What follows belongs to an exercise in optimizing a design on an open flow for small area; a production flow would make more cautious choices.
The RTL was checked by simulation tests, not by an equivalence proof against the original design.
Power figures rest on the tool's default switching activity, not on a simulated workload.

===== design/flow/run.sh =====
#!/bin/bash
# synth_recipe.tcl (not shown) runs the flow's synth.tcl, then flattens the netlist and writes it again
# the make line also repeats each setting of config.mk as NAME=value (left out here)
make -C /OpenROAD-flow-scripts/flow DESIGN_CONFIG=/design/flow/config.mk WORK_HOME=/design/flow/orfs CLKGATE_MAP_FILE= SYNTH_SCRIPT=/design/flow/synth_recipe.tcl finish

===== design/flow/config.mk =====
export PLATFORM = sky130hd
export DESIGN_NAME = OFDM_Data_Modem
export DESIGN_NICKNAME = OFDM_Data_Modem
export VERILOG_FILES = /design/flow/design.v
export SDC_FILE = /design/flow/constraint.sdc
export NUM_CORES = 4
export LEC_CHECK = 0
export CAP_MARGIN = 20
export CORE_MARGIN = 2
export CORE_UTILIZATION = 40
export SLEW_MARGIN = 20

===== design/flow/constraint.sdc =====
create_clock -name core_clock -period 5.0 [get_ports {clk}]
set_input_delay 1.0000 -clock core_clock [delete_from_list [all_inputs] [get_ports {clk}]]
set_output_delay 1.0000 -clock core_clock [all_outputs]
set_load 0.01 [all_outputs]

===== design/flow/design.v =====
`timescale 1ns / 1ps 
module data_scramler( 
    input               clk         ,
    input               ce          ,  
    input               rst_n       , 
    input               Scram_Din   ,  
    input               Scram_En    ,  
    input       [6:0]   Scram_Seed  , 
    input               Scram_Load  , 
    input               Signal_Flag_In,
    output reg          Signal_Flag_Out,
    output reg          Scram_Dout  ,
    output reg          Scram_Vld   
);
    reg     [6:0]   shift_reg;
    always@(posedge clk or negedge rst_n ) begin
        if(!rst_n) begin
            shift_reg <= 0;
            Scram_Dout <= 0;
            Scram_Vld  <= 0; 
        end
        else if (ce) begin if( Scram_Load ) begin 
            shift_reg <= Scram_Seed; 
            Scram_Vld <= 0; 
        end
        else if( Scram_En && ~Signal_Flag_In ) begin
            Scram_Dout <= shift_reg[6] + shift_reg[3] + Scram_Din;  
            Scram_Vld  <= 1; 
            shift_reg <= {shift_reg[5:0],(shift_reg[6]+shift_reg[3])};  
        end
        else if( Scram_En && Signal_Flag_In ) begin
            Scram_Dout <= Scram_Din; 
            Scram_Vld  <= 1; 
        end
        else begin  
            Scram_Vld  <= 0; 
        end
            end
    end
    always@(posedge clk or negedge rst_n ) begin
        if(!rst_n) begin 
            Signal_Flag_Out <= 0;
        end
        else if (ce) begin if( ~Signal_Flag_In ) begin 
            Signal_Flag_Out <= 0; 
        end
        else if(  Signal_Flag_In ) begin 
            Signal_Flag_Out <= 1;
        end 
            end
    end
endmodule   
`timescale 1ns / 1ps 
module data_conv_code( 
    input               clk         ,
    input               ce          ,  
    input               rst_n       , 
    input               Signal_Flag_In, 
    output reg         Signal_Flag_Out,
    input               Conv_Din   ,  
    input               Conv_En    , 
    output reg  [1:0]   Conv_Dout  ,
    output reg          Conv_Vld   
); 
    reg     [5:0]   shift_reg;
    always@(posedge clk or negedge rst_n ) begin
        if(!rst_n) begin
            shift_reg <= 0;
            Conv_Dout <= 0;
            Conv_Vld  <= 0; 
        end
        else if (ce) begin if( Conv_En ) begin
            Conv_Dout[0] <= shift_reg[5] + shift_reg[4] + shift_reg[2] + shift_reg[1] + Conv_Din; 
            Conv_Dout[1] <= shift_reg[5] + shift_reg[2] + shift_reg[1] + shift_reg[0] + Conv_Din; 
            Conv_Vld  <= 1;
            shift_reg <= {shift_reg[4:0],Conv_Din};  
        end
        else begin  
            Conv_Vld  <= 0; 
        end
            end
    end
    always@(posedge clk or negedge rst_n ) begin
        if(!rst_n) begin 
            Signal_Flag_Out <= 0;
        end
        else if (ce) begin if( Signal_Flag_In ) begin 
            Signal_Flag_Out <= 1'b1;
        end
        else if( ~Signal_Flag_In ) begin   
            Signal_Flag_Out <= 1'b0;
        end
            end
    end
endmodule   
`timescale 1ns / 1ps 
module data_puncturing( 
    input               clk            ,
    input               din_ce         , 
    input               cb_ce          , 
    input               rst_n          ,
    input   [3:0]       Rate_Con       ,
    input               Signal_Flag_In ,
    input   [1:0]       Punt_Din       ,  
    input               Punt_En        ,  
    output reg [1:0]    SymbolLen_Con  ,
    output reg          Signal_Flag_Out,
    output reg          Punt_Dout      ,
    output reg          Punt_Vld       
);
    reg [5:0]   Puncture_in;
    reg [5:0]   Puncture_reg1;
    reg [5:0]   Puncture_reg;
    reg [2:0]   Cnt_Index;  
    reg [2:0]   Cnt_Bit; 
    reg [2:0]   Cnt_Bit_Max;
    reg         Cache_Valid;
    reg         Cache_Valid_reg1; 
    reg         Cache_Valid_reg; 
    reg         Signal_Flag1,Signal_Flag2,Signal_Flag3,Signal_Flag4;
    wire [3:0]  RATE_CON ;
    assign      RATE_CON = Signal_Flag_In ? 4'b1101 : Rate_Con;
    always@(posedge clk or negedge rst_n ) begin
        if(!rst_n) begin
            Puncture_in <= 0; 
            Cnt_Index <= 0;
            Cache_Valid <= 0;
        end
        else if (din_ce) begin if( Punt_En ) begin   
            case ( RATE_CON )
			4'b1101,4'b0101,4'b1001: begin
                Puncture_in[1:0] <= Punt_Din;	 
                Cache_Valid <= 1'b1;
                Cnt_Index <= 0;
            end
            4'b1111,4'b0111,4'b1011,4'b0011: begin
                Puncture_in <= {Puncture_in[3:0],Punt_Din};	  
                if(Cnt_Index==2)  begin
                    Cnt_Index <= 0;
                    Cache_Valid <= 1'b1;
                    end
                else  begin
                    Cnt_Index <= Cnt_Index + 1'b1;
                    Cache_Valid <= 1'b0;
                  end
            end
            4'b0001: begin
                Puncture_in <= {Puncture_in[3:0],Punt_Din};			  
                if(Cnt_Index==1) begin
                    Cnt_Index <= 0;
                    Cache_Valid <= 1'b1;
                    end
                else  begin
                    Cnt_Index <= Cnt_Index + 1'b1;
                    Cache_Valid <= 1'b0;
                    end
            end  
            default:;
            endcase
        end 
        else begin
            Cache_Valid <= 1'b0;
        end
            end
    end
    always@(posedge clk or negedge rst_n ) begin
        if(!rst_n) begin
            Signal_Flag1 <= 0;
        end
        else if (din_ce) begin if( ~Signal_Flag_In ) begin
            Signal_Flag1 <= 1'b0;
        end
        else if( Signal_Flag_In ) begin
            Signal_Flag1 <= 1'b1;
        end
            end
    end
    always@(posedge clk or negedge rst_n ) begin
        if(!rst_n) begin
            Signal_Flag2 <= 0; 
            Signal_Flag3 <= 0;
            Signal_Flag4 <= 0;
            Puncture_reg <= 0; 
            Puncture_reg1 <= 0;
            Cache_Valid_reg <= 0;
            Cache_Valid_reg1 <= 0;
        end
        else if (cb_ce) begin  begin 
            Signal_Flag2 <= Signal_Flag1;
            Puncture_reg1 <= Puncture_in;
            Cache_Valid_reg1 <= Cache_Valid;
            Signal_Flag3 <= Signal_Flag2 ;
            Puncture_reg <= Puncture_reg1;
            Cache_Valid_reg <= ~Cache_Valid_reg && Cache_Valid_reg1; 
            Signal_Flag4 <= Signal_Flag3;
        end
            end
    end  
    always@( * ) begin    
        if( Signal_Flag3 || Signal_Flag4 ) begin 
            Cnt_Bit_Max <= 1;
        end
        else  begin 
            case ( RATE_CON )
			4'b1101,4'b0101,4'b1001: begin
                Cnt_Bit_Max <= 1;
            end
            4'b1111,4'b0111,4'b1011,4'b0011: begin
                Cnt_Bit_Max <= 3;
            end
            4'b0001: begin
                Cnt_Bit_Max <= 2;
            end 
            default: Cnt_Bit_Max <= 1;
            endcase
        end  
    end
    always@(posedge clk or negedge rst_n ) begin
        if(!rst_n) begin 
            Cnt_Bit <= 0; 
        end
        else if (cb_ce) begin if( Cnt_Bit>=Cnt_Bit_Max ) begin
            Cnt_Bit <= 1'b0;
        end  
        else if( Cnt_Bit>0 ) begin
            Cnt_Bit <= Cnt_Bit + 1'b1;
        end 
        else if( Cache_Valid_reg ) begin
            Cnt_Bit <= 1'b1;
        end  
            end
    end 
    always@(posedge clk or negedge rst_n ) begin
        if(!rst_n) begin
            Punt_Dout <= 0; 
            Punt_Vld <= 0; 
        end
        else if (cb_ce) begin if( Cache_Valid_reg || (Cnt_Bit>0) )  begin 
            case(Cnt_Bit_Max)
            1:begin
                case ( Cnt_Bit )
                    0: begin
                        Punt_Dout <= Puncture_reg[0];
                        Punt_Vld  <= 1'b1;
                    end
                    1: begin
                        Punt_Dout <= Puncture_reg[1];
                        Punt_Vld  <= 1'b1;
                    end
                default:;
                endcase
            end
            2:begin
                case ( Cnt_Bit )
                    0: begin
                        Punt_Dout <= Puncture_reg[0];
                        Punt_Vld  <= 1'b1;
                    end
                    1: begin
                        Punt_Dout <= Puncture_reg[1];
                        Punt_Vld  <= 1'b1;
                    end
                    2: begin
                        Punt_Dout <= Puncture_reg[2];
                        Punt_Vld  <= 1'b1;
                    end
                default:;
                endcase
            end
            3:begin
                case ( Cnt_Bit )
                    0: begin
                        Punt_Dout <= Puncture_reg[0];
                        Punt_Vld  <= 1'b1;
                    end
                    1: begin
                        Punt_Dout <= Puncture_reg[1];
                        Punt_Vld  <= 1'b1;
                    end
                    2: begin
                        Punt_Dout <= Puncture_reg[2];
                        Punt_Vld  <= 1'b1;
                    end
                    3: begin
                        Punt_Dout <= Puncture_reg[5];
                        Punt_Vld  <= 1'b1;
                    end
                default: Punt_Vld <= 0;
                endcase
            end
            default: Punt_Vld <= 0;
            endcase
        end
        else begin 
            Punt_Vld <= 1'b0;
        end
            end
    end
    always@(posedge clk or negedge rst_n ) begin
        if(!rst_n) begin
            SymbolLen_Con <= 0;   
        end
        else if (cb_ce) begin if( Signal_Flag3 || Signal_Flag4) begin 
            SymbolLen_Con <= 2'b00; 
        end
        else if( Cnt_Bit==0 ) begin 
            case ( RATE_CON )
			4'b1101,4'b1111: begin
                SymbolLen_Con <= 2'b00;   
            end
            4'b0101,4'b0111: begin
                SymbolLen_Con <= 2'b01;    
            end
            4'b1001,4'b1011: begin
                SymbolLen_Con <= 2'b10;   
            end 
            4'b0001,4'b0011: begin
                SymbolLen_Con <= 2'b11;   
            end
            default:SymbolLen_Con <= 2'b00;
            endcase
        end  
            end
    end
    always@(posedge clk or negedge rst_n ) begin
        if(!rst_n) begin
            Signal_Flag_Out <= 0;
        end
        else if (cb_ce) begin if( Signal_Flag3 || Signal_Flag4) begin 
            Signal_Flag_Out <= 1;
        end
        else begin 
            Signal_Flag_Out <= 0;
        end  
            end
    end
endmodule   
`timescale 1ns / 1ps
module sync_buffer
(
	input			clk,
	input			ce,
	input			we,        
	input [8:0]		addra,
	input    		dina,
	input [8:0]		addrb,
	output reg     	doutb
);
	reg  	int_mem [0:511];
	always @ (posedge clk)
		if (we)
			int_mem[addra] <= dina;
	always @ (posedge clk)
		if (ce)
			doutb <= int_mem[addrb];
endmodule
`timescale 1ns / 1ps 
module data_interleaver
#(
    parameter   SIGNAL_INTV_TO_QAM_FRE = 4  
)(
    input               clk             ,
    input               ce              ,   
    input               rst_n           ,
    input               Intv_Din        ,
    input               Intv_En         ,
    input       [1:0]   Intv_Con        , 
    input               Signal_Flag_In  ,
    output reg  [1:0]   Map_Type        ,
    output reg          Intv_Dout       ,
    output reg          Intv_Vld
);
    reg             i;
    reg             wea  ;
    reg     [8:0]   addra;
    reg             dina ;
    reg     [8:0]   addrb;
    wire            doutb;
    reg             clr;     
    reg     [8:0]   Cnt_Index;
    wire            Add_Cnt_Index;
    wire            End_Cnt_Index;
    reg     [8:0]   Cnt_Index_Max;
    reg     [1:0]   Intv_Con1;
    reg         Buf_A_Flag;
    reg         Buf_B_Flag;
    reg         Len_Vld;
    reg  [1:0]  Len_Con;
    reg  [8:0]  Len_M1;
    wire        Cnt_Bit_Last;
    reg         Signal_Flag_Reg;
    reg             Back_12Bits;
    reg     [3:0]   Cnt_Bit_12;
    reg     [8:0]   Cnt_Bit;
    reg [2:0]   Signal_Interval_Time;
    reg [5:0]   Signal_Bit_Cnt;
    localparam  N_48 =2'b00,
                N_96 =2'b01,
                N_192=2'b10,
                N_288=2'b11;
    always@( * ) begin
        case ( Len_Con )
        N_48 :  Len_M1 = 47;
        N_96 :  Len_M1 = 95;
        N_192:  Len_M1 = 191;
        default:Len_M1 = 287;
        endcase
    end
    assign Cnt_Bit_Last = Len_Vld && (Cnt_Bit == Len_M1);
    wire   Sig_Bit_Last = Len_Vld && (Signal_Bit_Cnt >= Len_M1);
    always@(posedge clk or negedge rst_n ) begin
        if(!rst_n) begin
            Cnt_Index   <= 0;
        end
        else if (ce) begin if( End_Cnt_Index ) begin
            Cnt_Index <= 0;
        end
        else if( Add_Cnt_Index ) begin
            Cnt_Index <= Cnt_Index + 1'b1;
        end
            end
    end
    assign Add_Cnt_Index = Intv_En;
    assign End_Cnt_Index = Add_Cnt_Index &&( Cnt_Index == Cnt_Index_Max-1);
    always@( * ) begin
        case ( Intv_Con )
        N_48 :  Cnt_Index_Max = 48;
        N_96 :  Cnt_Index_Max = 96;
        N_192:  Cnt_Index_Max = 192;
        default:Cnt_Index_Max = 288;
        endcase
    end
    reg [8:0] wr_addr;
    always@( * ) begin
        case(Intv_Con)
        N_48 : wr_addr = Cnt_Index[3:0] + (Cnt_Index[3:0]<<1) + Cnt_Index[8:4];
        N_96 : wr_addr = (Cnt_Index[3:0]<<1)  + (Cnt_Index[3:0]<<2) + Cnt_Index[8:4];
        N_192: wr_addr = (Cnt_Index[3:0]<<3)  + (Cnt_Index[3:0]<<2) + Cnt_Index[8:4];
        default: wr_addr = (Cnt_Index[3:0]<<4)  + (Cnt_Index[3:0]<<1) + Cnt_Index[8:4];
        endcase
    end
    always@(posedge clk or negedge rst_n ) begin
        if(!rst_n) begin
            clr   <= 1;
            wea   <= 0;
            addra <= 0;
            dina  <= 0;
            i <= 0;
        end
        else if (clr) begin
            addra <= addra + 1'b1;
            if (addra == 9'd511) clr <= 0;
        end
        else if (ce) begin if( Add_Cnt_Index ) begin
            wea   <= 1;
            addra <= i ? wr_addr + 9'd288 : wr_addr;
            dina  <= Intv_Din;
            if(End_Cnt_Index)  i <= ~i;
        end
        else begin
            wea <= 0;
        end
            end
    end
    sync_buffer  spram(
	    .clk            (clk            )  ,
	    .ce             (ce             )  ,
	    .we             (clr | (ce & wea))  ,
	    .addra          (addra          )  ,
	    .dina           (dina           )  ,
	    .addrb          (addrb          )  ,
	    .doutb          (doutb          )
    );
    always@(posedge clk or negedge rst_n ) begin
        if(!rst_n) begin
            Buf_A_Flag   <= 0;
        end
        else if (ce) begin if( Buf_A_Flag && Cnt_Bit_Last ) begin
            Buf_A_Flag <= 0;
        end
        else if( End_Cnt_Index && (i==0) ) begin
            Buf_A_Flag <= 1;
        end
            end
    end
    always@(posedge clk or negedge rst_n ) begin
        if(!rst_n) begin
            Buf_B_Flag   <= 0;
        end
        else if (ce) begin if( Buf_B_Flag && Cnt_Bit_Last ) begin
            Buf_B_Flag <= 0;
        end
        else if( End_Cnt_Index && (i==1) ) begin
            Buf_B_Flag <= 1;
        end
            end
    end
    always@(posedge clk or negedge rst_n ) begin
        if(!rst_n) begin
            Signal_Flag_Reg <=0;
            Len_Vld <= 0;
            Len_Con <= 0;
        end
        else if (ce) begin if( Signal_Flag_Reg && (Signal_Bit_Cnt>=48-1 )&&(Signal_Interval_Time>=SIGNAL_INTV_TO_QAM_FRE-1 ) ) begin
            Signal_Flag_Reg <= 0;
        end
        else if( End_Cnt_Index    ) begin
            Signal_Flag_Reg <= Signal_Flag_In;
            Len_Vld <= 1;
            Len_Con <= Intv_Con;
        end
            end
    end
    always@(posedge clk or negedge rst_n ) begin
        if(!rst_n) begin
            Intv_Con1 <= 0;
        end
        else if (ce) begin if( End_Cnt_Index  ) begin
            Intv_Con1 <= Intv_Con ;
        end
            end
    end
    always@(posedge clk or negedge rst_n ) begin
        if(!rst_n) begin
            Signal_Interval_Time <= 0;
        end
        else if (ce) begin if( Signal_Flag_Reg  ) begin
             if( (Signal_Interval_Time>=SIGNAL_INTV_TO_QAM_FRE-1 ) )  begin
                Signal_Interval_Time  <= 0 ;
            end
            else begin
                Signal_Interval_Time <= Signal_Interval_Time + 1'b1;
            end
        end
            end
    end
    always@(posedge clk or negedge rst_n ) begin
        if(!rst_n) begin
            Signal_Bit_Cnt <= 0;
        end
        else if (ce) begin if( Signal_Flag_Reg &&(Signal_Interval_Time>=SIGNAL_INTV_TO_QAM_FRE-1)    ) begin
             if( Sig_Bit_Last )  begin
                Signal_Bit_Cnt  <= 0 ;
            end
            else begin
                Signal_Bit_Cnt <= Signal_Bit_Cnt + 1'b1;
            end
        end
            end
    end
    always@(posedge clk or negedge rst_n ) begin
        if(!rst_n) begin
            Cnt_Bit   <= 0;
            Back_12Bits <= 0;
            Cnt_Bit_12 <= 0;
        end
        else if (ce) begin if( Buf_A_Flag || Buf_B_Flag ) begin
            begin
                if( Cnt_Bit_Last )
                    Cnt_Bit <= 0;
                else
                    Cnt_Bit <= Cnt_Bit + 1'b1;
            end
            begin
                if( (Back_12Bits==1)&& Cnt_Bit_12==11)
                    Back_12Bits <= 1'b0;
                else if( Cnt_Bit_12==11 )
                    Back_12Bits <=  1'b1;
                end
            begin
                if( Cnt_Bit_12==11)
                    Cnt_Bit_12 <= 0;
                else
                    Cnt_Bit_12 <= Cnt_Bit_12 + 1'b1;
            end
        end
            end
    end
    wire [8:0] rd_bit = Back_12Bits ? {Cnt_Bit[8:2], ~Cnt_Bit[1], Cnt_Bit[0]} : Cnt_Bit;
    reg  Rd_Buf_Vld;
     always@(posedge clk or negedge rst_n ) begin
        if(!rst_n) begin
            addrb <= 0;
            Rd_Buf_Vld <= 0;
        end
        else if (ce) begin if( (Buf_A_Flag || Buf_B_Flag) && ~Signal_Flag_Reg )  begin
            Rd_Buf_Vld <= 1'b1;
            addrb <= Buf_A_Flag ? rd_bit : rd_bit + 9'd288;
        end
        else if( Signal_Flag_Reg && ((Signal_Interval_Time>=SIGNAL_INTV_TO_QAM_FRE-1 )) ) begin
            addrb <= Signal_Bit_Cnt;
            Rd_Buf_Vld <= 1;
        end
        else begin
            Rd_Buf_Vld <= 0;
        end
            end
    end
    always@(posedge clk or negedge rst_n ) begin
        if(!rst_n) begin
            Intv_Dout <= 0;
            Intv_Vld  <= 0;
        end
        else if (ce) begin if( Rd_Buf_Vld ) begin
            Intv_Dout <= doutb;
            Intv_Vld  <= 1'b1 ;
        end
        else    begin
            Intv_Vld  <= 1'b0 ;
        end
            end
    end
    always@(posedge clk or negedge rst_n ) begin
        if(!rst_n) begin
            Map_Type <= 0;
        end
        else if (ce) begin if((Buf_B_Flag || Buf_A_Flag) &&(Cnt_Bit==0)) begin
            Map_Type <= Intv_Con1 ;
        end
            end
    end
endmodule
 `timescale 1ns / 1ps 
module data_maping(
    input               clk         ,
    input               cb_ce       , 
    input               ce          ,  
    input               rst_n       ,
    input               Tx_Clr      ,
    input  [1:0]        Map_Type    ,
    input               Qam16_Din   ,
    input               Qam16_En    ,
    output reg  [6:0]   Qam16_Code  ,
    output reg          Qam16_Vld   ,
    output reg  [5:0]   Index_Out
);
    reg   [5:0]     Map_Bits;
    reg   [6:0]     Map_Code_Reg;
    reg             Map_Bits_Vld_80M;
    wire            Map_Vld_80M_20M;
    reg   [2:0]     Cnt_Bits_Max;
    reg   [2:0]     Cnt_Bits;
    wire            Add_Cnt_Bits;
    wire            End_Cnt_Bits;
    reg             Map_Bits_Vld_20M;
    reg   [6:0]     Map_Code_20M;
    always@(posedge clk or negedge rst_n ) begin
        if(!rst_n) begin
            Cnt_Bits <= 0;
        end
        else if (cb_ce) begin if( Tx_Clr ) begin
            Cnt_Bits <= 0;
        end
        else if( End_Cnt_Bits ) begin
            Cnt_Bits <= 0;
        end
        else if( Add_Cnt_Bits ) begin
            Cnt_Bits <= Cnt_Bits + 1'b1;
        end
            end
    end
    assign Add_Cnt_Bits = Qam16_En;
    assign End_Cnt_Bits = Add_Cnt_Bits &&(Cnt_Bits==Cnt_Bits_Max-1);
    always@( * ) begin
       case(Map_Type)
            2'b00:Cnt_Bits_Max = 1;  
            2'b01:Cnt_Bits_Max = 2;  
            2'b10:Cnt_Bits_Max = 4;  
            default:Cnt_Bits_Max = 6;  
       endcase
    end
    always@(posedge clk or negedge rst_n ) begin
        if(!rst_n) begin
            Map_Bits <= 0;
        end
        else if (cb_ce) begin if( Add_Cnt_Bits && (Cnt_Bits < Cnt_Bits_Max) ) begin
            Map_Bits[Cnt_Bits] <= Qam16_Din;
        end
            end
    end
    wire [6:0] Map_Code;
    assign Map_Code[6]   = (Map_Type == 2'b11);
    assign Map_Code[5]   = (Map_Type == 2'b11) ? Map_Bits[5] : (Map_Type == 2'b10);
    assign Map_Code[4]   = (Map_Type == 2'b11) ? Map_Bits[4] : (Map_Type == 2'b01);
    assign Map_Code[3]   = Map_Type[1] ? Map_Bits[3] : ~Map_Type[0];
    assign Map_Code[2:0] = Map_Bits[2:0];
    always@(posedge clk or negedge rst_n ) begin
        if(!rst_n) begin
            Map_Code_Reg <= 7'b0001000;
            Map_Bits_Vld_80M <= 0;
        end
        else if (cb_ce) begin if(  End_Cnt_Bits  ) begin
            Map_Code_Reg <= Map_Code;
            Map_Bits_Vld_80M <= 1'b1;
        end
        else begin
            Map_Bits_Vld_80M <= 1'b0;
        end
            end
    end
    reg  Map_Bits_Vld_80M1,Map_Bits_Vld_80M2,Map_Bits_Vld_80M3;
    always@(posedge clk or negedge rst_n ) begin
        if(!rst_n) begin
            Map_Bits_Vld_80M1 <= 0;
            Map_Bits_Vld_80M2 <= 0;
            Map_Bits_Vld_80M3 <= 0;
        end
        else if (cb_ce) begin  begin
            Map_Bits_Vld_80M1 <= Map_Bits_Vld_80M;
            Map_Bits_Vld_80M2 <= Map_Bits_Vld_80M1;
            Map_Bits_Vld_80M3 <= Map_Bits_Vld_80M2;
        end
            end
    end
    assign Map_Vld_80M_20M = Map_Bits_Vld_80M3 || Map_Bits_Vld_80M2 || Map_Bits_Vld_80M1 || Map_Bits_Vld_80M;
    always@(posedge clk or negedge rst_n ) begin
        if(!rst_n) begin
            Map_Bits_Vld_20M <= 0;
            Map_Code_20M <= 7'b0001000;
        end
        else if (ce) begin if(  Map_Vld_80M_20M  ) begin
            Map_Bits_Vld_20M <= 1'b1;
            Map_Code_20M <= Map_Code_Reg;
        end
        else begin
            Map_Bits_Vld_20M <= 1'b0;
        end
            end
    end
    always@(posedge clk) begin
        if (ce && !Tx_Clr && Map_Bits_Vld_20M)
            Qam16_Code <= Map_Code_20M;
    end
    always@(posedge clk or negedge rst_n ) begin
        if(!rst_n) begin
            Qam16_Vld <= 0;
            Index_Out <= 6'b111_111;
        end
        else if (ce) begin if( Tx_Clr ) begin
            Qam16_Vld <= 0;
            Index_Out <= 6'b111_111;
        end
        else if( Map_Bits_Vld_20M ) begin
            Qam16_Vld <= 1;
            Index_Out <= Index_Out + 1;
        end
        else   begin
            Qam16_Vld  <= 0;
            Index_Out <= 6'b111_111;
        end
            end
    end
endmodule
`timescale 1ns / 1ps 
module spram_128
(
	input			clk,
	input			ce,
	input			wea,
	input [6:0]		addra,
	input [6:0] 	dina,
	input			web,
	input [6:0]		addrb,
	output reg [6:0] 	doutb
);
	function automatic is_null(input integer a);
		is_null = (a >= 27 && a <= 37);
	endfunction
	function automatic is_pilot(input integer a);
		is_pilot = (a == 7 || a == 21 || a == 43 || a == 57);
	endfunction
	wire [6:0] dw_addr = web ? addrb : addra;
	wire       dw_en   = ce & (web | wea);
	wire [6:0] dw_data = web ? 7'b0 : dina;
	wire [6:0] rd [0:127];
	genvar k;
	generate
		for (k = 0; k < 128; k = k + 1) begin : g_ent
			if (is_null(k % 64)) begin : g_null
				assign rd[k] = 7'b0;
			end else if (is_pilot(k % 64)) begin : g_pilot
				reg pv, ps;
				wire sa = ce & wea & (addra == k);
				wire sb = ce & web & (addrb == k);
				always @ (posedge clk) begin
					if (sa | sb)
						pv <= ~sb;
					if (sa)
						ps <= dina[0];
				end
				assign rd[k] = {3'b000, pv, 2'b00, ps};
			end else begin : g_data
				reg [6:0] d;
				always @ (posedge clk)
					if (dw_en && dw_addr == k)
						d <= dw_data;
				assign rd[k] = d;
			end
		end
	endgenerate
	wire [6:0] lv6 [0:63];
	wire [6:0] lv5 [0:31];
	wire [6:0] lv4 [0:15];
	wire [6:0] lv3 [0:7];
	wire [6:0] lv2 [0:3];
	wire [6:0] lv1 [0:1];
	generate
		for (k = 0; k < 64; k = k + 1) begin : g_l6
			assign lv6[k] = addrb[0] ? rd[2*k+1] : rd[2*k];
		end
		for (k = 0; k < 32; k = k + 1) begin : g_l5
			assign lv5[k] = addrb[1] ? lv6[2*k+1] : lv6[2*k];
		end
		for (k = 0; k < 16; k = k + 1) begin : g_l4
			assign lv4[k] = addrb[2] ? lv5[2*k+1] : lv5[2*k];
		end
		for (k = 0; k < 8; k = k + 1) begin : g_l3
			assign lv3[k] = addrb[3] ? lv4[2*k+1] : lv4[2*k];
		end
		for (k = 0; k < 4; k = k + 1) begin : g_l2
			assign lv2[k] = addrb[4] ? lv3[2*k+1] : lv3[2*k];
		end
		for (k = 0; k < 2; k = k + 1) begin : g_l1
			assign lv1[k] = addrb[5] ? lv2[2*k+1] : lv2[2*k];
		end
	endgenerate
	always @ (posedge clk)
		if (ce)
			doutb <= addrb[6] ? lv1[1] : lv1[0];
endmodule
`timescale 1ns / 1ps 
module data_pilot(
    input               clk         ,
    input               ce          ,  
    input               rst_n       ,
    input       [6:0]   Pilot_Din   ,   
    input               Pilot_En    ,
    input       [5:0]   Pilot_Index  ,
    input               pilot_start ,
    output      [7:0]   Pilot_DoutRe      ,
    output      [7:0]   Pilot_DoutIm      ,
    output reg          Pilot_Vld
);
    reg             Re_wea   ;
    reg     [6:0]   Re_addra ;
    reg     [6:0]   Re_dina  ;
    reg             wen_out  ;
    reg     [6:0]   out_addr ;
    wire    [6:0]   Code_doutb ;
    reg Pilot_En1;
    reg Pilot_En2;
    wire wr_done;
    always@(posedge clk  or negedge rst_n ) begin
        if(!rst_n) begin
            Pilot_En1 <= 0;
            Pilot_En2 <= 0;
        end
        else if (ce) begin  begin
            Pilot_En1 <= Pilot_En;
            Pilot_En2 <= Pilot_En1;
        end
            end
    end
    assign wr_done = Pilot_En1 && ~Pilot_En;
    reg     [6:0]   shift_reg;
    wire            scram_out ;
    always@(posedge clk or negedge rst_n ) begin
        if(!rst_n) begin
            shift_reg <= 7'b111_1111;
        end
        else if (ce) begin if( pilot_start ) begin
            shift_reg <= 7'b111_1111;
        end
        else if( wr_done  ) begin
            shift_reg <= {shift_reg[5:0],(shift_reg[6]+shift_reg[3])};
        end
            end
    end
    assign scram_out = (shift_reg[6]+shift_reg[3]);
    reg             cnt_symbol;    
    reg             insert;
    reg     [5:0]   data_addr;
    always@( * ) begin
        case(Pilot_Index)
            0,1,2,3,4 :
                data_addr = Pilot_Index+38 ;
            5,6,7,8,9,10,11,12,13,14,15,16,17 :
                data_addr = Pilot_Index+39 ;
            18,19,20,21,22,23 :
                data_addr = Pilot_Index+40 ;
            24,25,26,27,28,29 :
                data_addr = Pilot_Index-23 ;
            30,31,32,33,34,35,36,37,38,39,40,41,42 :
                data_addr = Pilot_Index-22 ;
            43,44,45,46,47 :
                data_addr = Pilot_Index-21 ;
        default:data_addr = 0;
        endcase
    end
    always@(posedge clk or negedge rst_n ) begin
        if(!rst_n) begin
            Re_addra <= 0;
            Re_wea <= 0;
        end
        else if (ce) begin if( Pilot_En ) begin
            Re_addra <= {cnt_symbol, data_addr};
            Re_wea <= 1;
        end
        else  if( insert ) begin
            case(Re_addra[5:0])
                0  :begin
                    Re_addra[5:0] <= 7;
                    Re_wea <= 1;
                end
                7  :begin
                    Re_addra[5:0] <= 21;
                    Re_wea <= 1;
                end
                21 : begin
                    Re_addra[5:0] <= 43;
                    Re_wea <= 1;
                end
                43 :begin
                    Re_addra[5:0] <= 57;
                    Re_wea <= 1;
                end
            default: begin
                    Re_addra[5:0] <= 0;
                    Re_wea <= 0;
            end
            endcase
        end
        else  begin
            Re_addra <= {cnt_symbol, 6'd0};
            Re_wea <= 0;
        end
            end
    end
    always@(posedge clk) begin
        if (ce) begin
            if (Pilot_En)
                Re_dina <= Pilot_Din;
            else
                Re_dina <= {6'b000100, (Re_addra[5:0] == 7) ? scram_out : ~scram_out};
        end
    end
    always@(posedge clk or negedge rst_n ) begin
        if(!rst_n) begin
            insert <= 1;
        end
        else if (ce) begin if( Re_addra[5:0]==57 ) begin
            insert <= 0;
        end
        else if( wr_done || pilot_start ) begin
            insert <= 1;
        end
            end
    end
    always@(posedge clk or negedge rst_n ) begin
        if(!rst_n) begin
            cnt_symbol <= 0;
        end
        else if (ce) begin if( pilot_start ) begin
            cnt_symbol <= 0;
        end
        else if( wr_done ) begin
            cnt_symbol <= ~cnt_symbol;
        end
            end
    end
    reg   initialize ;
    always@(posedge clk or negedge rst_n ) begin
        if(!rst_n) begin
            initialize  <= 1;
        end
        else if (ce) begin if( out_addr==127 ) begin
            initialize <= 0 ;
        end
            end
    end
    reg  rdy,rdy1;
    always@(posedge clk or negedge rst_n ) begin
        if(!rst_n) begin
            rdy  <= 0;
        end
        else if (ce) begin if( out_addr[5:0]==63  ) begin
            rdy <= 0;
        end
        else if( ~Pilot_En &&  Pilot_En2  ) begin
            rdy <= 1;
        end
            end
    end
    always@(posedge clk or negedge rst_n ) begin
        if(!rst_n) begin
            wen_out  <= 0;
            out_addr <= 0;
        end
        else if (ce) begin if( initialize ) begin
            out_addr <= out_addr + 1;
            wen_out <= 1;
        end
        else if( rdy ) begin
            out_addr <= out_addr + 1;
            wen_out <= 0;
        end
        else begin
            wen_out <= 0;
        end
            end
    end
    always@(posedge clk or negedge rst_n ) begin
        if(!rst_n) begin
            rdy1  <= 0;
        end
        else if (ce) begin
            rdy1  <= rdy;
        end
    end
    reg [6:0] Dout_Code;
    always@(posedge clk) begin
        if (ce)
            Dout_Code <= Code_doutb;
    end
    always@(posedge clk or negedge rst_n ) begin
        if(!rst_n) begin
            Pilot_Vld <= 0;
        end
        else if (ce) begin
            Pilot_Vld <= rdy1;
        end
    end
    function automatic [7:0] lvl64(input [2:0] b);
        case (b)
            3'b000: lvl64 = 8'b1011_1011;
            3'b001: lvl64 = 8'b1100_1111;
            3'b011: lvl64 = 8'b1110_0011;
            3'b010: lvl64 = 8'b1111_0111;
            3'b110: lvl64 = 8'b0100_0101;
            3'b111: lvl64 = 8'b0011_0001;
            3'b101: lvl64 = 8'b0001_1101;
            default: lvl64 = 8'b0000_1001;
        endcase
    endfunction
    function automatic [7:0] lvl16(input [1:0] b);
        case (b)
            2'b00: lvl16 = 8'b11000011;
            2'b10: lvl16 = 8'b11101100;
            2'b01: lvl16 = 8'b00111101;
            default: lvl16 = 8'b00010100;
        endcase
    endfunction
    reg [7:0] dec_re, dec_im;
    always@( * ) begin
        if (Dout_Code[6]) begin
            dec_re = lvl64(Dout_Code[2:0]);
            dec_im = lvl64(Dout_Code[5:3]);
        end else if (Dout_Code[5]) begin
            dec_re = lvl16(Dout_Code[1:0]);
            dec_im = lvl16(Dout_Code[3:2]);
        end else if (Dout_Code[4]) begin
            dec_re = Dout_Code[0] ? 8'b0010_1101 : 8'b1101_0011;
            dec_im = Dout_Code[1] ? 8'b0010_1101 : 8'b1101_0011;
        end else if (Dout_Code[3]) begin
            dec_re = Dout_Code[0] ? 8'b0100_0000 : 8'b1100_0000;
            dec_im = 8'b0;
        end else begin
            dec_re = 8'b0;
            dec_im = 8'b0;
        end
    end
    assign Pilot_DoutRe = dec_re;
    assign Pilot_DoutIm = dec_im;
    spram_128  spram_code(
	    .clk            (clk          )  ,
	    .ce             (ce           )  ,
	    .wea            (Re_wea       )  ,
	    .addra          (Re_addra     )  ,
	    .dina           (Re_dina      )  ,
	    .web            (wen_out      )  ,
	    .addrb          (out_addr     )  ,
	    .doutb          (Code_doutb   )
    );
endmodule
`timescale 1ns / 1ps 
module   OFDM_Data_Modem
    #(
        parameter  SIGNAL_INTV_TO_QAM_FRE = 4
    )(  
    input               clk         , 
    input               rst_n       ,
    input               Tx_Clr      ,
    input [3:0]         Rate_Con    , 
    input               Signal_Flag ,
    input [6:0]         Scram_Seed  ,
    input               Data_Bit    ,
    input               Data_Bit_Vld,
    output[7:0]         Dout_Re     ,
    output[7:0]         Dout_Im     ,
    output              Dout_Vld      
);              
    reg  [3:0]  Phase;
    always@(posedge clk or negedge rst_n ) begin
        if(!rst_n)
            Phase <= 0;
        else if( Phase==11 )
            Phase <= 0;
        else
            Phase <= Phase + 1'b1;
    end
    wire din_ce = (Phase==0) || (Phase==4) || (Phase==8);
    wire cb_ce  = (Phase==0) || (Phase==3) || (Phase==6) || (Phase==9);
    wire sys_ce = (Phase==0);
    wire        Scram_Din   ;
    wire        Scram_En    ;
    wire        Scram_Dout  ;
    wire        Scram_Vld   ;
    wire        Signal_Scram_Out;
    assign Scram_Din = Data_Bit;
    assign Scram_En = Data_Bit_Vld ;
    data_scramler  u_scram(   
        .clk                (clk                ),
        .ce                 (din_ce             ),
        .rst_n              (rst_n              ), 
        .Scram_Din          (Scram_Din          ), 
        .Scram_En           (Scram_En           ), 
        .Scram_Seed         (Scram_Seed         ), 
        .Scram_Load         (Tx_Clr             ), 
        .Signal_Flag_In     (Signal_Flag        ),
        .Signal_Flag_Out    (Signal_Scram_Out   ),    
        .Scram_Dout         (Scram_Dout         ),
        .Scram_Vld          (Scram_Vld          ) 
    );
    wire        Conv_Din   ;
    wire        Conv_En    ;
    wire [1:0]  Conv_Dout  ;
    wire        Conv_Vld   ;
    wire        Signal_Conv_Out;
    assign Conv_Din = Scram_Dout;
    assign Conv_En  = Scram_Vld ;
    data_conv_code u_conv( 
        .clk                (clk                ),
        .ce                 (din_ce             ),  
        .rst_n              (rst_n              ),  
        .Conv_Din           (Conv_Din           ),  
        .Signal_Flag_In     (Signal_Scram_Out   ),
        .Signal_Flag_Out    (Signal_Conv_Out    ),
        .Conv_En            (Conv_En            ), 
        .Conv_Dout          (Conv_Dout          ),
        .Conv_Vld           (Conv_Vld           ) 
    );
    wire [1:0]  Punt_Din ;
    wire        Punt_En  ;
    wire        Punt_Dout;
    wire        Punt_Vld ;
    wire        Signal_Punt_Out;
    wire  [1:0] SymbolLen_Con;
    assign Punt_Din = Conv_Dout ;
    assign Punt_En  = Conv_Vld  ;
    data_puncturing  u_punt( 
        .clk                (clk                ),
        .din_ce             (din_ce             ), 
        .cb_ce              (cb_ce              ),  
        .rst_n              (rst_n              ) , 
        .Rate_Con           (Rate_Con           ),
        .Signal_Flag_In     (Signal_Conv_Out    ),
        .SymbolLen_Con      (SymbolLen_Con      ),
        .Signal_Flag_Out    (Signal_Punt_Out    ),
        .Punt_Din           (Punt_Din           ),  
        .Punt_En            (Punt_En            ),  
        .Punt_Dout          (Punt_Dout          ),
        .Punt_Vld           (Punt_Vld           )
    );
    wire        Intv_Din ;
    wire        Intv_En  ;
    wire        Intv_Dout;
    wire        Intv_Vld ;
    wire [1:0]  Map_Type;
    assign Intv_Din = Punt_Dout;
    assign Intv_En  = Punt_Vld ;
    data_interleaver 
    #(
        .SIGNAL_INTV_TO_QAM_FRE(SIGNAL_INTV_TO_QAM_FRE)
    )
    u_intv( 
        .clk                (clk                ),
        .ce                 (cb_ce              ), 
        .rst_n              (rst_n              ), 
        .Intv_Con           (SymbolLen_Con      ), 
        .Signal_Flag_In     (Signal_Punt_Out    ), 
        .Map_Type           (Map_Type           ), 
        .Intv_Din           (Intv_Din           ), 
        .Intv_En            (Intv_En            ), 
        .Intv_Dout          (Intv_Dout          ), 
        .Intv_Vld           (Intv_Vld           )
    );
    wire        Qam16_Din;
    wire        Qam16_En ;
    wire [6:0]  Qam16_Code;
    wire        Qam16_Vld;
    wire [5:0]  Index_Out;
    assign Qam16_Din = Intv_Dout;
    assign Qam16_En  = Intv_Vld ;
    data_maping u_Qam16(
        .cb_ce              (cb_ce              ),
        .clk                (clk                ),
        .ce                 (sys_ce             ),
        .Tx_Clr             (Tx_Clr             ),
        .rst_n              (rst_n              ),
        .Map_Type           (Map_Type           ),
        .Qam16_Din          (Qam16_Din          ),
        .Qam16_En           (Qam16_En           ),
        .Index_Out          (Index_Out          ),
        .Qam16_Code         (Qam16_Code         ),
        .Qam16_Vld          (Qam16_Vld          )
    );
    data_pilot  u_pilot(
        .clk                (clk                ),
        .ce                 (sys_ce             ),
        .rst_n              (rst_n              ) ,
        .Pilot_Index        (Index_Out          ) ,
        .Pilot_Din          (Qam16_Code         ) ,
        .Pilot_En           (Qam16_Vld          ) ,
        .pilot_start        (Tx_Clr             ) ,
        .Pilot_DoutRe       (Dout_Re            ) ,
        .Pilot_DoutIm       (Dout_Im            ) ,
        .Pilot_Vld          (Dout_Vld           )
    );
endmodule          

==> flow_metrics.env <==
export IMPL_yosysTopAreaCellShare_pct=59.7
export IMPL_start_util_pct=40.1
export IMPL_crit_type="flop to primary output"
export IMPL_worstPathRequired_ns=4.00
export IMPL_root_buffer="clkbuf_16"
export IMPL_maxSlewViolCount=0
export IMPL_drive_gt1_share_pct=15.9
export IMPL_synth_fp_nets=4376
export IMPL_via_per_inst=5.56
export IMPL_wire_per_inst_um=23.2
export IMPL_nFillCells=13706
export IMPL_status="timing/DRC/antenna clean"
export IMPL_drc=0
export IMPL_fp_dieH_um=399
export IMPL_yosysTopAreaCell="edfxtp_1"
export IMPL_ys_flop_type="edfxtp_1"
export IMPL_yosysSeqAreaShare_pct=67.3
export IMPL_hold_viol=0
export IMPL_area_growth_pct=11.9
export IMPL_fin_area_um2=69900
export IMPL_min_path_type="primary input to async pin"
export IMPL_yosys_top_cells_area="edfxtp_1 60%, mux4_2 11%, dfrtp_1 6.8%"
export IMPL_postCtsSetupRepairBufs=0
export IMPL_synth_warnings=9
export IMPL_grt_pass1_vias=35820
export IMPL_critPathLaunchType="flop"
export IMPL_worstReg2RegStart="u_intv.Cnt_Index[2]"
export IMPL_htreeDepth=4
export IMPL_cts_sinks=1431
export IMPL_track_usage_pct=18.8
export IMPL_die_x_um=399
export IMPL_grt_max_degree=180
export IMPL_period_needed_ns=4.20
export IMPL_worstSetupStartpoint="u_pilot.Dout_Code[3]"
export IMPL_yosysMostFrequentCell="edfxtp_1"
export IMPL_post_route_util_pct=44.9
export IMPL_leakage_nw=24.0
export IMPL_gp_congestion=0.850
export IMPL_syn_inst=4254
export IMPL_synth_edf_count=1243
export IMPL_postRouteWirelength_um=149000
export IMPL_ctsHoldBuffers=0
export IMPL_syn_area_per_cell_um2=14.7
export IMPL_core_area_um2=156000
export IMPL_synth_area_um2=62500
export IMPL_vias=35768
export IMPL_ys_seq_elements=1431
export IMPL_drv_cap=0
export IMPL_finClkSkew_ns=0.0267
export IMPL_largest_register_ffs=686
export IMPL_dp_final_hpwl_um=88900
export IMPL_worst_pin_slew_ns=1.17
export IMPL_largest_register="u_pilot.spram_code.g_ent.genblk1.g_data.d"
export IMPL_clkSlewWorstSetupHoldPaths_ns=0.06
export IMPL_numCtsBuffers=149
export IMPL_cts_resized=0
export IMPL_vdd_ir_drop_worst_v=0.000391
export IMPL_io_buffers=33
export IMPL_clkLatencyLatePin_ns=0.78
export IMPL_top_level_ports=34
export IMPL_antenna_cells=0
export IMPL_arrival_ns=3.20
export IMPL_drtAntennaViolNets=0
export IMPL_cts_tree="built"
export IMPL_cp_max_fo=8
export IMPL_dieArea_um2=159000
export IMPL_end_kind="primary output"
export IMPL_p_total_mw=26.5
export IMPL_fin_nets=4370
export IMPL_period_share_pct=83.9
export IMPL_clock_path_buffers=3
export IMPL_dr_pass1_iters=5
export IMPL_top_regs="u_pilot.spram_code.g_ent.genblk1.g_data.d: 686 flops, u_intv.spram.int_mem: 512 flops"
export IMPL_rsz0062_at_grt="no"
export IMPL_drt_first_iter_violations=3555
export IMPL_dpl_cell_area_um2=65100
export IMPL_yosys_top_cells_count="1243 x edfxtp_1, 770 x nor2_1, 349 x nand2_1, 301 x mux4_2, 186 x clkbuf_1"
export IMPL_rows=145
export IMPL_fmax_ghz=0.238
export IMPL_p_per_area_nw_per_um2=379
export IMPL_finalSetupViolCount=0
export IMPL_synth_cell_types=80
export IMPL_overflow=0
export IMPL_async_flop_share_pct=13.1
export IMPL_slew_headroom_pct=21.8
export IMPL_setup_tns_final_ns=0
export IMPL_antenna_found_initial=1
export IMPL_grt_pass1_wl_um=226000
## final cells by class
type,instances,area [um^2],share of cell area [%]
sequential,1431,42100,60.2
multi-input combinational,2482,19200,27.4
clock buffer,197,4030,5.77
tap,2058,2570,3.68
timing repair buffer,109,1110,1.59
clock inverter,76,709,1.01
inverter,75,282,0.403
## power breakdown
part	switching, mW	internal, mW
Combinational	1.23	0.524
Clock	4.60	6.26
Sequential	0.239	13.7
Total	6.07	20.4
## final timing paths
| kind | to | slack [ns] | cells after the start |
|---|---|---|---|
| max | Dout_Im[1] | 0.80 | 8 |
| min | u_intv.addra[2] | 0.11 | 1 |
| max reg2reg | u_intv.addra[6] | 0.91 | 16 |
| min reg2reg | u_Qam16.Qam16_Code[6] | 0.44 | 0 |
| max in group asynchronous | u_intv.dina | 4.13 | 2 |
| min in group core_clock | u_Qam16.Qam16_Code[6] | 0.44 | 0 |
## critical path, stage by stage (launching register included)
cell and delay [ns]:
edfxtp_1 0.53, inv_1 0.27, ha_1 0.26, nor4_1 0.06, o21ai_0 0.32, nand2_1 0.09
nor3_1 0.23, or2_2 0.14, clkdlybuf4s50_1 0.52
## metrics by stage
stage | std cells | setup slack, ns | hold WS, ns
2_1_floorplan | 4254 | 0.719 | 0.400
3_3_place_gp | 6151 | 0.901 | 0.430
3_5_place_dp | 6152 | 0.950 | 0.435
4_1_cts | 6425 | 0.591 | 0.388
5_1_grt | 6428 | 0.497 | 0.0960
6_report | 6428 | 0.805 | 0.112
## layer usage
| layer | global-route usage (%) | wire length, um | up-vias |
|---|---|---|---|
| met4 | 5.32 | 3370 | 2 |
| met2 | 29.5 | 70400 | 1149 |
| met3 | 3.95 | 10400 | 203 |
| met5 | 0 | 19 | - |
| li1 | - | - | 15961 |
| met1 | 26.5 | 65000 | 18453 |
## cell usage in the layout, fill, tap and decap left out, drive strengths merged, types with 37 or more instances in the layout
master,Yosys,final
clkbuf,186,198
mux4,301,301
nor2,770,770
dfrtp,170,170
nand3,41,41
mux2,40,40
ha,99,99
buf,80,76
o21ai,190,190
edfxtp,1243,1243
nand2,350,350
inv,74,79
mux2i,93,93
a21oi,105,105
clkinv,1,59
xnor2,46,46
nor2b,37,37
## logic make-up after synthesis
kind of cell,Yosys count,synth area share [%]
AND/OR/NAND/NOR,1342,8.92
multiplexers,434,13.1
buffers and inverters,341,2.24
XOR/XNOR,65,0.911
AO/OA/AOI/OAI,536,5.41
adder cells (fa/ha/maj),105,2.17
flip-flops,1431,67.3

[separate check: timing with driven ports]
Ports are ideal in the flow. The routed layout listed here was re-timed in OpenROAD. Step 1 assumes that a clkbuf_16 drives the clock port and a buf_2 every other input. Step 2 also shifts input and output timing later by t, the mid clock arrival at the registers, as if the neighbouring blocks saw the same clock. Three values: no drivers, after step 1, after step 2; two values: the first two.
t (ns): 0.841
slack for setup (ns): 0.805 / 0.732 / 0.908
pins driven straight from the clock port: 1
After both steps this run still meets setup and hold. The setup slack of this run moves by -0.073 ns with the drivers and by +0.103 ns with both steps.
